Background: an optimization exercise with open tools, aiming at small area and a short achievable clock period. Do not read the settings as production practice.
Function was checked by simulation only, so behaviour that the tests miss may differ from the original.

==> trial 47 <==
==> flow/design.v <==
module rv_exu (
  input         clk,
  input         rst,
  input  [31:0] instr,
  input  [31:0] pc,
  input         stall,
  input         flush,
  input  [31:0] dmem_rdata,
  output        dmem_re,
  output        dmem_we,
  output [31:0] dmem_addr,
  output [31:0] dmem_wdata,
  output        br_taken,
  output [31:0] br_target,
  output        wb_we,
  output [4:0]  wb_rd,
  output [31:0] wb_data
);
  reg        f_load, f_store, f_op, f_opi, f_br;
  reg [31:7]  ir;
  reg [31:0]  bt;
  always @(posedge clk)
    if (rst | flush) begin
      f_load  <= 1'b0;
      f_store <= 1'b0;
      f_op    <= 1'b0;
      f_opi   <= 1'b0;
      f_br    <= 1'b0;
    end else if (!stall) begin
      f_load  <= instr[6:0] == 7'b0000011;
      f_store <= instr[6:0] == 7'b0100011;
      f_op    <= instr[6:0] == 7'b0110011;
      f_opi   <= instr[6:0] == 7'b0010011;
      f_br    <= instr[6:0] == 7'b1100011;
    end
  reg sub, use_x2;
  wire [6:0] i_op = instr[6:0];
  wire [2:0] i_f3 = instr[14:12];
  wire i_br = i_op == 7'b1100011;
  wire i_op_r = i_op == 7'b0110011;
  wire i_op_i = i_op == 7'b0010011;
  always @(posedge clk)
    if (!stall) begin
      ir     <= instr[31:7];
      bt     <= bt_next;
      sub    <= i_br | ((i_op_r | i_op_i) & (i_f3[2:1] == 2'b01)) |
                (i_op_r & (i_f3 == 3'b000) & instr[30]);
      use_x2 <= i_br | i_op_r;
    end
  wire [4:0] rd  = ir[11:7];
  wire [2:0] f3  = ir[14:12];
  wire [6:0] f7  = ir[31:25];
  wire regwrite = f_load | f_op | f_opi;
  wire [31:0] bt_next;
  bt_add u_bt (.pc(pc), .imm({instr[31], instr[7], instr[30:25], instr[11:8]}),
               .bt(bt_next));
  reg  [31:0] rf [0:31];
  wire [31:0] wdata;
  wire [4:0] ra1 = stall ? ir[19:15] : instr[19:15];
  wire [4:0] ra2 = stall ? ir[24:20] : instr[24:20];
  wire wr_now = regwrite & ~stall;
  wire byp2 = wr_now & (rd == instr[24:20]);
  wire nomem_i = ((i_op == 7'b0000011) & ((i_f3 == 3'b011) | (i_f3[2:1] == 2'b11))) |
                 ((i_op == 7'b0100011) & ((i_f3[1:0] == 2'b11) | i_f3[2]));
  wire nomem_d = (f_load & ((f3 == 3'b011) | (f3[2:1] == 2'b11))) |
                 (f_store & ((f3[1:0] == 2'b11) | f3[2]));
  wire nomem = stall ? nomem_d : nomem_i;
  wire byp1 = wr_now & (rd == instr[19:15]) & ~nomem;
  wire [31:0] s1, s2;
  dec5en u_s1 (.a(ra1), .en(~byp1 & ~nomem), .y(s1));
  dec5en u_s2 (.a(ra2), .en(~byp2), .y(s2));
  wire [31:0] r1, r2;
  genvar i, j;
  generate
    for (j = 0; j < 32; j = j + 1) begin : col
      wire [31:0] q;
      for (i = 0; i < 32; i = i + 1) begin : row
        assign q[i] = rf[i][j];
      end
      rd_slice u_a (.q(q), .s(s1), .w(wdata[j]), .sw(byp1), .d(r1[j]));
      rd_slice u_b (.q(q), .s(s2), .w(wdata[j]), .sw(byp2), .d(r2[j]));
    end
  endgenerate
  reg  [31:0] a, x2;
  always @(posedge clk) begin
    a  <= r1;
    x2 <= r2;
  end
  wire f7ok   = (f7 == 7'b0000000) | (f7 == 7'b0100000);
  wire ex     = ~f_load;
  wire sel_sum = ex & (f3 == 3'b000) & (f_opi | f7ok);
  wire sel_p   = ex & ((f3 == 3'b100) | (f3 == 3'b110));
  wire sel_g   = ex & (f3[2:1] == 2'b11);
  wire sel_shr = ex & (f3 == 3'b101) & f7ok;
  wire sel_shl = ex & (f3 == 3'b001);
  wire sel_lt  = ex & (f3 == 3'b010);
  wire sel_ltu = ex & (f3 == 3'b011);
  wire left    = ~f3[2];
  wire arith   = f7[5];
  wire [31:0] b;
  wire use_imm = ~use_x2 & ~nomem_d;
  assign b[31:12] = x2[31:12] & {20{use_x2}};
  assign b[11:5]  = (x2[11:5] & {7{use_x2}}) | (ir[31:25] & {7{use_imm}});
  assign b[4:0]   = (x2[4:0] & {5{use_x2}}) |
                    ((f_store ? ir[11:7] : ir[24:20]) & {5{use_imm}});
  wire [31:0] sum;
  wire        lt, ltu, eq;
  alu u_alu (
    .a(a), .b(b), .sub(sub), .left(left), .arith(arith),
    .sel_sum(sel_sum), .sel_p(sel_p), .sel_g(sel_g), .sel_shr(sel_shr),
    .sel_shl(sel_shl), .sel_lt(sel_lt), .sel_ltu(sel_ltu), .sel_rd(f_load),
    .rdata(dmem_rdata), .sum(sum), .res(wdata), .lt(lt), .ltu(ltu), .eq(eq));
  wire [31:0] wsel;
  dec5en u_w (.a(rd), .en(wr_now & ~rst), .y(wsel));
  integer k;
  always @(posedge clk)
    for (k = 0; k < 32; k = k + 1)
      if (wsel[k])
        rf[k] <= wdata;
  reg        w_we;
  reg [4:0]  w_rd;
  reg [31:0] w_data;
  always @(posedge clk) begin
    w_we   <= ~rst & regwrite & ~stall;
    w_rd   <= rd;
    w_data <= wdata;
  end
  reg cond;
  always @(*)
    case (f3)
      3'b000: cond = eq;
      3'b001: cond = ~eq;
      3'b100: cond = lt;
      3'b101: cond = ~lt;
      3'b110: cond = ltu;
      3'b111: cond = ~ltu;
      default: cond = 1'b0;
    endcase
  stall_gate u_re (.stall(stall), .n(~f_load), .y(dmem_re));
  stall_gate u_we (.stall(stall), .n(~f_store), .y(dmem_we));
  stall_gate u_brt (.stall(stall), .n(~(f_br & cond)), .y(br_taken));
  assign dmem_addr  = sum;
  assign dmem_wdata = x2;
  assign br_target  = bt;
  assign wb_we      = w_we;
  assign wb_rd      = w_rd;
  assign wb_data    = w_data;
endmodule
module stall_gate (input stall, input n, output y);
  assign y = ~(stall | n);
endmodule
module dec5 (input [4:0] a, output [31:0] y);
  assign y = 32'b1 << a;
endmodule
module dec5en (input [4:0] a, input en, output [31:0] y);
  assign y = {31'b0, en} << a;
endmodule
module rd_slice (input [31:0] q, input [31:0] s, input w, input sw, output d);
  wire [32:0] qq = {w, q};
  wire [32:0] ss = {sw, s};
  wire [10:0] n;
  genvar t;
  generate
    for (t = 0; t < 11; t = t + 1) begin : g3
      aoi222 u (.a(qq[3*t]), .b(ss[3*t]), .c(qq[3*t+1]), .d(ss[3*t+1]),
                .e(qq[3*t+2]), .f(ss[3*t+2]), .y(n[t]));
    end
  endgenerate
  nand_or11 u_or (.n(n), .d(d));
endmodule
module aoi222 (input a, b, c, d, e, f, output y);
  assign y = ~((a & b) | (c & d) | (e & f));
endmodule
module nand_or11 (input [10:0] n, output d);
  assign d = ~&n[3:0] | ~&n[7:4] | ~&n[10:8];
endmodule
module bt_add (input [31:0] pc, input [11:0] imm, output [31:0] bt);
  wire [31:0] g0, p0;
  assign g0[0] = 1'b0;
  assign p0[0] = 1'b0;
  genvar i, l;
  generate
    for (i = 1; i < 32; i = i + 1) begin : pg
      if (i <= 12) begin : lo
        assign g0[i] = pc[i] & imm[i-1];
        assign p0[i] = pc[i] ^ imm[i-1];
      end else begin : hi
        assign g0[i] = 1'b0;
        assign p0[i] = pc[i];
      end
    end
  endgenerate
  wire [31:0] gg [0:9];
  wire [31:0] pp [0:9];
  assign gg[0] = g0;
  assign pp[0] = p0;
  generate
    for (l = 0; l < 5; l = l + 1) begin : up
      for (i = 0; i < 32; i = i + 1) begin : b
        if (((i + 1) % (1 << (l + 1))) == 0) begin : op
          assign gg[l+1][i] = gg[l][i] | (pp[l][i] & gg[l][i - (1 << l)]);
          assign pp[l+1][i] = pp[l][i] & pp[l][i - (1 << l)];
        end else begin : pass
          assign gg[l+1][i] = gg[l][i];
          assign pp[l+1][i] = pp[l][i];
        end
      end
    end
    for (l = 3; l >= 0; l = l - 1) begin : dn
      for (i = 0; i < 32; i = i + 1) begin : b
        if (((i + 1) % (1 << (l + 1))) == (1 << l) && i >= (1 << (l + 1))) begin : op
          assign gg[9-l][i] = gg[8-l][i] | (pp[8-l][i] & gg[8-l][i - (1 << l)]);
        end else begin : pass
          assign gg[9-l][i] = gg[8-l][i];
        end
        assign pp[9-l][i] = pp[8-l][i];
      end
    end
  endgenerate
  assign bt[0] = pc[0];
  generate
    for (i = 1; i < 32; i = i + 1) begin : s
      assign bt[i] = p0[i] ^ gg[9][i-1];
    end
  endgenerate
endmodule
module alu (
  input  [31:0] a, b,
  input         sub, left, arith,
  input         sel_sum, sel_p, sel_g, sel_shr, sel_shl, sel_lt, sel_ltu, sel_rd,
  input  [31:0] rdata,
  output [31:0] sum,
  output [31:0] res,
  output        lt, ltu, eq
);
  wire [31:0] p, g;
  wire [32:0] c;
  genvar i;
  generate
    for (i = 0; i < 32; i = i + 1) begin : pgb
      pg_bit u (.a(a[i]), .b(b[i]), .sub(sub), .p(p[i]), .g(g[i]));
    end
  endgenerate
  prefix32 u_pfx (.p(p), .g(g), .cin(sub), .c(c));
  assign ltu = ~c[32];
  assign lt  = (a[31] ^ b[31]) ? a[31] : ltu;
  assign eq  = &p;
  wire fill = ~left & arith & a[31];
  wire [31:0] y1, y2, y3, y4, y5;
  generate
    for (i = 0; i < 32; i = i + 1) begin : sh
      sh_first u0 (.a0(a[i]), .a1(i < 31 ? a[i+1] : fill),
                   .r0(a[31-i]), .r1(i < 31 ? a[30-i] : 1'b0),
                   .left(left), .s(b[0]), .y(y1[i]));
      mux2i u1 (.a(y1[i]), .b(i + 2 < 32 ? y1[i+2] : fill), .s(b[1]), .y(y2[i]));
      mux2i u2 (.a(y2[i]), .b(i + 4 < 32 ? y2[i+4] : ~fill), .s(b[2]), .y(y3[i]));
      mux2i u3 (.a(y3[i]), .b(i + 8 < 32 ? y3[i+8] : fill), .s(b[3]), .y(y4[i]));
      mux2i u4 (.a(y4[i]), .b(i + 16 < 32 ? y4[i+16] : ~fill), .s(b[4]), .y(y5[i]));
      if (i == 0) begin : r0
        res_bit0 ur (.p(p[i]), .c(c[i]), .g(g[i]), .shr(y5[i]), .shl(y5[31-i]),
                     .rd(rdata[i]), .s_sum(sel_sum), .s_p(sel_p), .s_g(sel_g),
                     .s_shr(sel_shr), .s_shl(sel_shl), .s_rd(sel_rd),
                     .extra((lt & sel_lt) | (ltu & sel_ltu)),
                     .sum(sum[i]), .res(res[i]));
      end else begin : rn
        res_bit ur (.p(p[i]), .c(c[i]), .g(g[i]), .shr(y5[i]), .shl(y5[31-i]),
                    .rd(rdata[i]), .s_sum(sel_sum), .s_p(sel_p), .s_g(sel_g),
                    .s_shr(sel_shr), .s_shl(sel_shl), .s_rd(sel_rd),
                    .sum(sum[i]), .res(res[i]));
      end
    end
  endgenerate
endmodule
module pg_bit (input a, b, sub, output p, g);
  wire bx = b ^ sub;
  assign p = a ^ bx;
  assign g = a & bx;
endmodule
module sh_first (input a0, a1, r0, r1, left, s, output y);
  assign y = left ? (s ? r1 : r0) : (s ? a1 : a0);
endmodule
module mux2i (input a, b, s, output y);
  assign y = ~(s ? b : a);
endmodule
module res_bit (
  input  p, c, g, shr, shl, rd,
  input  s_sum, s_p, s_g, s_shr, s_shl, s_rd,
  output sum, res
);
  wire n1, n2;
  xor2 u_s (.a(p), .b(c), .y(sum));
  aoi222 u_1 (.a(sum), .b(s_sum), .c(p), .d(s_p), .e(g), .f(s_g), .y(n1));
  aoi222 u_2 (.a(shr), .b(s_shr), .c(shl), .d(s_shl), .e(rd), .f(s_rd), .y(n2));
  nand2 u_o (.a(n1), .b(n2), .y(res));
endmodule
module xor2 (input a, b, output y);
  assign y = a ^ b;
endmodule
module nand2 (input a, b, output y);
  assign y = ~(a & b);
endmodule
module res_bit0 (
  input  p, c, g, shr, shl, rd,
  input  s_sum, s_p, s_g, s_shr, s_shl, s_rd, extra,
  output sum, res
);
  assign sum = p ^ c;
  assign res = (sum & s_sum) | (p & s_p) | (g & s_g) | (shr & s_shr) |
               (shl & s_shl) | (rd & s_rd) | extra;
endmodule
module prefix32 (input [31:0] p, g, input cin, output [32:0] c);
  wire [31:0] gg [0:9];
  wire [31:0] pp [0:9];
  assign gg[0] = {g[31:1], g[0] | (p[0] & cin)};
  assign pp[0] = p;
  genvar l, i;
  generate
    for (l = 0; l < 5; l = l + 1) begin : up
      for (i = 0; i < 32; i = i + 1) begin : b
        if (((i + 1) % (1 << (l + 1))) == 0) begin : op
          assign gg[l+1][i] = gg[l][i] | (pp[l][i] & gg[l][i - (1 << l)]);
          assign pp[l+1][i] = pp[l][i] & pp[l][i - (1 << l)];
        end else begin : pass
          assign gg[l+1][i] = gg[l][i];
          assign pp[l+1][i] = pp[l][i];
        end
      end
    end
    for (l = 3; l >= 0; l = l - 1) begin : dn
      for (i = 0; i < 32; i = i + 1) begin : b
        if (((i + 1) % (1 << (l + 1))) == (1 << l) && i >= (1 << (l + 1))) begin : op
          assign gg[9-l][i] = gg[8-l][i] | (pp[8-l][i] & gg[8-l][i - (1 << l)]);
        end else begin : pass
          assign gg[9-l][i] = gg[8-l][i];
        end
        assign pp[9-l][i] = pp[8-l][i];
      end
    end
  endgenerate
  assign c = {gg[9], cin};
endmodule
==> flow/flow/run.sh <==
#!/bin/bash
# The standard layout (standard.sh, all steps), with changes made only
# through ORFS's own variables:
#  - port buffers are buf_1 cells instead of the delay cell buffer_ports picks
#    by default (every port still gets its buffer);
#  - clock tree: no dummy loads, clkbuf_8/clkbuf_16, clusters of up to 30
#    sinks within 100 um;
#  - repair_timing aims for 14.0 ns of setup slack instead of 0, so that it
#    speeds up the paths that set the achieved period.
# make's output goes to flow.log here; each ORFS step logs under orfs/logs.
set -euo pipefail
export BUFFER_PORTS_ARGS="-buffer_cell sky130_fd_sc_hd__buf_1"
export CTS_ARGS="-sink_clustering_enable -repair_clock_nets -dont_use_dummy_load -buf_list {sky130_fd_sc_hd__clkbuf_8 sky130_fd_sc_hd__clkbuf_16} -sink_clustering_size 30 -sink_clustering_max_diameter 100"
export SETUP_SLACK_MARGIN=14.0
bash standard.sh > flow.log 2>&1
==> flow/standard.sh <==
#!/bin/bash
# synth_recipe.tcl (not shown) runs the flow's synth.tcl, then flattens the netlist and writes it again
# the make line also repeats each setting of config.mk as NAME=value (left out here)
make -C /OpenROAD-flow-scripts/flow DESIGN_CONFIG=/design/flow/config.mk WORK_HOME=/design/flow/orfs CLKGATE_MAP_FILE= SYNTH_SCRIPT=/design/flow/synth_recipe.tcl "${@:-finish}"
==> flow/config.mk <==
export PLATFORM = sky130hd
export DESIGN_NAME = rv_exu
export DESIGN_NICKNAME = rv_exu
export VERILOG_FILES = /design/flow/design.v
export SDC_FILE = /design/flow/constraint.sdc
export NUM_CORES = 4
export LEC_CHECK = 0
export CAP_MARGIN = 10
export CORE_MARGIN = 2
export CORE_UTILIZATION = 65
export SLEW_MARGIN = 10
export SYNTH_HIERARCHICAL = 1
export SYNTH_MINIMUM_KEEP_SIZE = 0
==> flow/constraint.sdc <==
create_clock -name core_clock -period 24.0 [get_ports {clk}]
set_input_delay 4.8000 -clock core_clock [delete_from_list [all_inputs] [get_ports {clk}]]
set_output_delay 4.8000 -clock core_clock [all_outputs]
set_load 0.01 [all_outputs]
==> build 44: changes against trial 47 <==
--- a/flow/design.v
+++ b/flow/design.v
@@ -289,13 +289,5 @@
 );
-  wire n1, n2;
-  xor2 u_s (.a(p), .b(c), .y(sum));
-  aoi222 u_1 (.a(sum), .b(s_sum), .c(p), .d(s_p), .e(g), .f(s_g), .y(n1));
-  aoi222 u_2 (.a(shr), .b(s_shr), .c(shl), .d(s_shl), .e(rd), .f(s_rd), .y(n2));
-  nand2 u_o (.a(n1), .b(n2), .y(res));
-endmodule
-module xor2 (input a, b, output y);
-  assign y = a ^ b;
-endmodule
-module nand2 (input a, b, output y);
-  assign y = ~(a & b);
+  assign sum = p ^ c;
+  assign res = (sum & s_sum) | (p & s_p) | (g & s_g) | (shr & s_shr) |
+               (shl & s_shl) | (rd & s_rd);
 endmodule
==> flow/flow/run.sh (replaced) <==
#!/bin/bash
# The standard layout (standard.sh, all steps), with changes made only
# through ORFS's own variables:
#  - port buffers are buf_1 cells instead of the delay cell buffer_ports picks
#    by default (every port still gets its buffer);
#  - clock tree: no dummy loads, clkbuf_8/clkbuf_16, clusters of up to 24
#    sinks within 120 um;
#  - repair_timing aims for 13.9 ns of setup slack instead of 0, so that it
#    speeds up the paths that set the achieved period.
# make's output goes to flow.log here; each ORFS step logs under orfs/logs.
set -euo pipefail
export BUFFER_PORTS_ARGS="-buffer_cell sky130_fd_sc_hd__buf_1"
export CTS_ARGS="-sink_clustering_enable -repair_clock_nets -dont_use_dummy_load -buf_list {sky130_fd_sc_hd__clkbuf_8 sky130_fd_sc_hd__clkbuf_16} -sink_clustering_size 24 -sink_clustering_max_diameter 120"
export SETUP_SLACK_MARGIN=13.9
bash standard.sh > flow.log 2>&1
- CAP_MARGIN: 10 -> 20
- CORE_UTILIZATION: 65 -> 45
- SLEW_MARGIN: 10 -> 20
==> results.cfg <==
[logic_synthesis]
synth_compound_area_share_pct = 16.98

[cells_and_area]
clock_buffer_count = 56
final_cell_count_no_fill = 4996

[power]
power.total_mw = 4.786
switchingPower_mw = 1.549

[worst_setup_path]
r2r-start = ir[14]
worstPathArrival_ps = 5300

[run_status]
status = no timing/DRC/antenna violations

[route]
dr.first_iter.drc_count = 9223
wl_met2_microns = 89390

[grt]
track_usage_pct = 33.91
use_met2_pct = 52.13
[end of results for build 44]
==> results.cfg <==
[worst_setup_path]
crit_cells = 21
crit_family = compound AO/OA/AOI/OAI gates
worstPathArrival_ps = 5220
r2r-start = ir[12]

[cells_and_area]
final_cell_count_no_fill = 4474
clock_buffer_count = 48

[route]
dr.first_iter.drc_count = 10540

[power]
power.total_mw = 4.645

[logic_synthesis]
synth_compound_area_share_pct = 16.76

[grt]
use_met2_pct = 68.76

[run_status]
status = no timing/DRC/antenna violations

[clocking]
path_clk_slew_ps = 110
postCtsSetupRepairBufs = 14
[end of results for trial 47]

-- static timing again, ports no longer ideal --
In the flow no input, the clock included, has a driving cell. The finished layouts below were timed again as built, in two steps.
Step 1, drivers: a clkbuf_16 drives clk and a buf_2 each remaining input, both assumed.
Step 2 moves the port delays by t, midway between the first and last clock arrival at a register: inputs arrive t later, outputs are due t later. That takes back most of the time a late clock gives input paths.
Slacks: ideal / step 1 / step 2; pairs: ideal / step 1.
run	t (ns)	setup slack, ns	worst hold slack (ns)	slew at the worst register clock pin (ns)	pins driven straight from the clock port
trial 47	0.704	13.977 / 13.901 / 13.961	0.557 / 0.557 / 0.557	0.12 / 0.12	1
build 44	0.724	13.903 / 13.877 / 13.877	0.534 / 0.534 / 0.534	0.10 / 0.10	1
After both steps every run listed still meets setup and hold. The setup slack of build 44, which loses most, moves by -0.026 ns with the drivers and by -0.026 ns with both steps.
